Source: an optimization exercise on an open RTL-to-GDS flow (aim: small area and a short achievable clock period). Production flows keep margins and buffers that such runs may drop.
Power is estimated from default activity; no workload was simulated.

Design matmul, start of the top module:
module matmul(A,B,y,clk);
    input logic [31:0] A;
    input logic [31:0] B;
    output logic [31:0] y;
    input logic clk;
    logic [7:0] y00, y01, y10, y11;
    matmul_dot2 u00 (.a0(A[31:24]), .b0(B[31:24]), .a1(A[23:16]), .b1(B[15:8]), .y(y00));
    matmul_dot2 u01 (.a0(A[31:24]), .b0(B[23:16]), .a1(A[23:16]), .b1(B[7:0]),  .y(y01));
    matmul_dot2 u10 (.a0(A[15:8]),  .b0(B[31:24]), .a1(A[7:0]),   .b1(B[15:8]), .y(y10));
    matmul_dot2 u11 (.a0(A[15:8]),  .b0(B[23:16]), .a1(A[7:0]),   .b1(B[7:0]),  .y(y11));
    always_ff @(posedge clk)
        y <= {y00, y01, y10, y11};
endmodule
Size in the first run: about 740 cells after synthesis, roughly 6600 µm² of cells after synthesis.
==> flow/config.mk <==
export PLATFORM = sky130hd
export DESIGN_NAME = matmul
export DESIGN_NICKNAME = matmul
export VERILOG_FILES = /design/flow/design.v
export SDC_FILE = /design/flow/constraint.sdc
export NUM_CORES = 4
export LEC_CHECK = 0
export CAP_MARGIN = 20
export CORE_MARGIN = 2
export CORE_UTILIZATION = 40
export SETUP_SLACK_MARGIN = 5
export SLEW_MARGIN = 20
export SYNTH_HIERARCHICAL = 1
export SYNTH_MINIMUM_KEEP_SIZE = 0
==> flow/constraint.sdc <==
create_clock -name core_clock -period 10.0 [get_ports {clk}]
set_input_delay 2.0000 -clock core_clock [delete_from_list [all_inputs] [get_ports {clk}]]
set_output_delay 2.0000 -clock core_clock [all_outputs]
set_load 0.01 [all_outputs]
standard.sh (not shown) runs the stock make flow with config.mk's settings and CLKGATE_MAP_FILE= SYNTH_SCRIPT=/design/flow/synth_recipe.tcl, a recipe that flattens the netlist after the stock synthesis.
==> flow/flow/run.sh <==
#!/bin/bash
# The standard layout (standard.sh), except that buffer_ports uses
# sky130_fd_sc_hd__buf_1 for the port buffers instead of the delay-buffer cell it picks by default.
set -e
export BUFFER_PORTS_ARGS="-buffer_cell sky130_fd_sc_hd__buf_1"
bash standard.sh  finish > standard.log 2>&1
The baseline finished with timing, DRC and antenna clean.
Next try:
--- a/flow/design.v
+++ b/flow/design.v
@@ -240,55 +240,61 @@
   wire n172;
   matmul_or un172 (.a(n1), .b(n2), .y(n172));
   wire n173, n174;
   matmul_fa un173 (.a(n6), .b(n7), .c(n172), .s(n173), .co(n174));
   wire n175 = ~n173;
   wire n176, n177;
   matmul_fa un176 (.a(n17), .b(n19), .c(n174), .s(n176), .co(n177));
   wire n178 = ~n176;
-  wire n179, n180;
-  matmul_fa un179 (.a(n35), .b(n37), .c(n177), .s(n179), .co(n180));
-  wire n181 = ~n179;
+  wire n179;
+  matmul_xor un179 (.a(n35), .b(n37), .y(n179));
+  wire n180;
+  matmul_and un180 (.a(n35), .b(n37), .y(n180));
+  wire n181;
+  matmul_or un181 (.a(n35), .b(n37), .y(n181));
   wire n182;
-  matmul_xor un182 (.a(n61), .b(n59), .y(n182));
+  matmul_oai un182 (.a1(n180), .a2(n177), .b1(n181), .y(n182));
   wire n183;
-  matmul_and un183 (.a(n61), .b(n59), .y(n183));
-  wire n184;
-  matmul_or un184 (.a(n61), .b(n59), .y(n184));
+  matmul_xor un183 (.a(n179), .b(n177), .y(n183));
+  wire n184 = ~n183;
   wire n185;
-  matmul_oai un185 (.a1(n183), .a2(n180), .b1(n184), .y(n185));
+  matmul_xor un185 (.a(n61), .b(n59), .y(n185));
   wire n186;
-  matmul_xor un186 (.a(n182), .b(n180), .y(n186));
-  wire n187 = ~n186;
+  matmul_nand un186 (.a(n61), .b(n59), .y(n186));
+  wire n187;
+  matmul_nor un187 (.a(n61), .b(n59), .y(n187));
   wire n188;
-  matmul_xor un188 (.a(n91), .b(n89), .y(n188));
+  matmul_aoi un188 (.a1(n186), .a2(n182), .b1(n187), .y(n188));
   wire n189;
-  matmul_nand un189 (.a(n91), .b(n89), .y(n189));
+  matmul_xor un189 (.a(n185), .b(n182), .y(n189));
   wire n190;
-  matmul_nor un190 (.a(n91), .b(n89), .y(n190));
+  matmul_xor un190 (.a(n91), .b(n89), .y(n190));
   wire n191;
-  matmul_aoi un191 (.a1(n189), .a2(n185), .b1(n190), .y(n191));
+  matmul_and un191 (.a(n91), .b(n89), .y(n191));
   wire n192;
-  matmul_xor un192 (.a(n188), .b(n185), .y(n192));
+  matmul_or un192 (.a(n91), .b(n89), .y(n192));
   wire n193;
-  matmul_xor un193 (.a(n127), .b(n125), .y(n193));
+  matmul_oai un193 (.a1(n191), .a2(n188), .b1(n192), .y(n193));
   wire n194;
-  matmul_and un194 (.a(n127), .b(n125), .y(n194));
-  wire n195;
-  matmul_or un195 (.a(n127), .b(n125), .y(n195));
+  matmul_xor un194 (.a(n190), .b(n188), .y(n194));
+  wire n195 = ~n194;
   wire n196;
-  matmul_oai un196 (.a1(n194), .a2(n191), .b1(n195), .y(n196));
+  matmul_xor un196 (.a(n127), .b(n125), .y(n196));
   wire n197;
-  matmul_xor un197 (.a(n193), .b(n191), .y(n197));
-  wire n198 = ~n197;
+  matmul_nand un197 (.a(n127), .b(n125), .y(n197));
+  wire n198;
+  matmul_nor un198 (.a(n127), .b(n125), .y(n198));
   wire n199;
-  matmul_xor un199 (.a(n170), .b(n196), .y(n199));
-  wire n200 = ~n199;
-  assign y = {n200, n198, n192, n187, n181, n178, n175, n171};
+  matmul_aoi un199 (.a1(n197), .a2(n193), .b1(n198), .y(n199));
+  wire n200;
+  matmul_xor un200 (.a(n196), .b(n193), .y(n200));
+  wire n201;
+  matmul_xor un201 (.a(n170), .b(n199), .y(n201));
+  assign y = {n201, n200, n195, n189, n184, n178, n175, n171};
 endmodule
 module matmul(A,B,y,clk);
     input logic [31:0] A;
     input logic [31:0] B;
     output logic [31:0] y;
     input logic clk;
     logic [7:0] y00, y01, y10, y11;
     matmul_dot2 u00 (.a0(A[31:24]), .b0(B[31:24]), .a1(A[23:16]), .b1(B[15:8]), .y(y00));
What happened:
- total power goes up by 1.7%
- setup slack gains 0.012 ns
- critical path depth decreases by 1
- clock power rose by 22%
- routed wire length came out lower by 2.7%
- clock-buffer cell count increases by 2
- final area came out higher by 0.65%
- worst hold slack improves by 0.0061 ns
- die area grows by 0.37%
- first-iteration DRC count climbs by 29%
- sequential share of layout area hardly moves
- non-clock buffer count stays the same
- utilization increases by 0.29 points
- area after synthesis increases by 0.38%
No functional check of the RTL was part of any run of this note.

==> afterwards: timing with drivers on the ports <==
How much do the figures lean on ideal ports? The routed layouts below were timed once more, with nothing changed but the port constraints. Step 1 sets driving cells, clkbuf_16 on the clock port and buf_2 on the other inputs (assumed; they add their load-dependent delay and slew). Step 2, shift: input delay + t, output delay - t, t = (earliest + latest rising clock arrival at the registers) / 2. This alone moves slack from input paths to output paths. Three values: ideal, step 1, step 2; two values: the first two.
run	t, ns	slack for setup (ns)	clock arrival spread, ns
the first run	0.334	5.161 / 5.179 / 4.845	0.012 / 0.012
the second run	0.327	5.172 / 5.187 / 4.860	0.009 / 0.009
After both steps setup and hold are still met in every run listed. For the first run, which loses most, drivers alone change the setup slack by +0.018 ns; drivers and shift together by -0.316 ns.
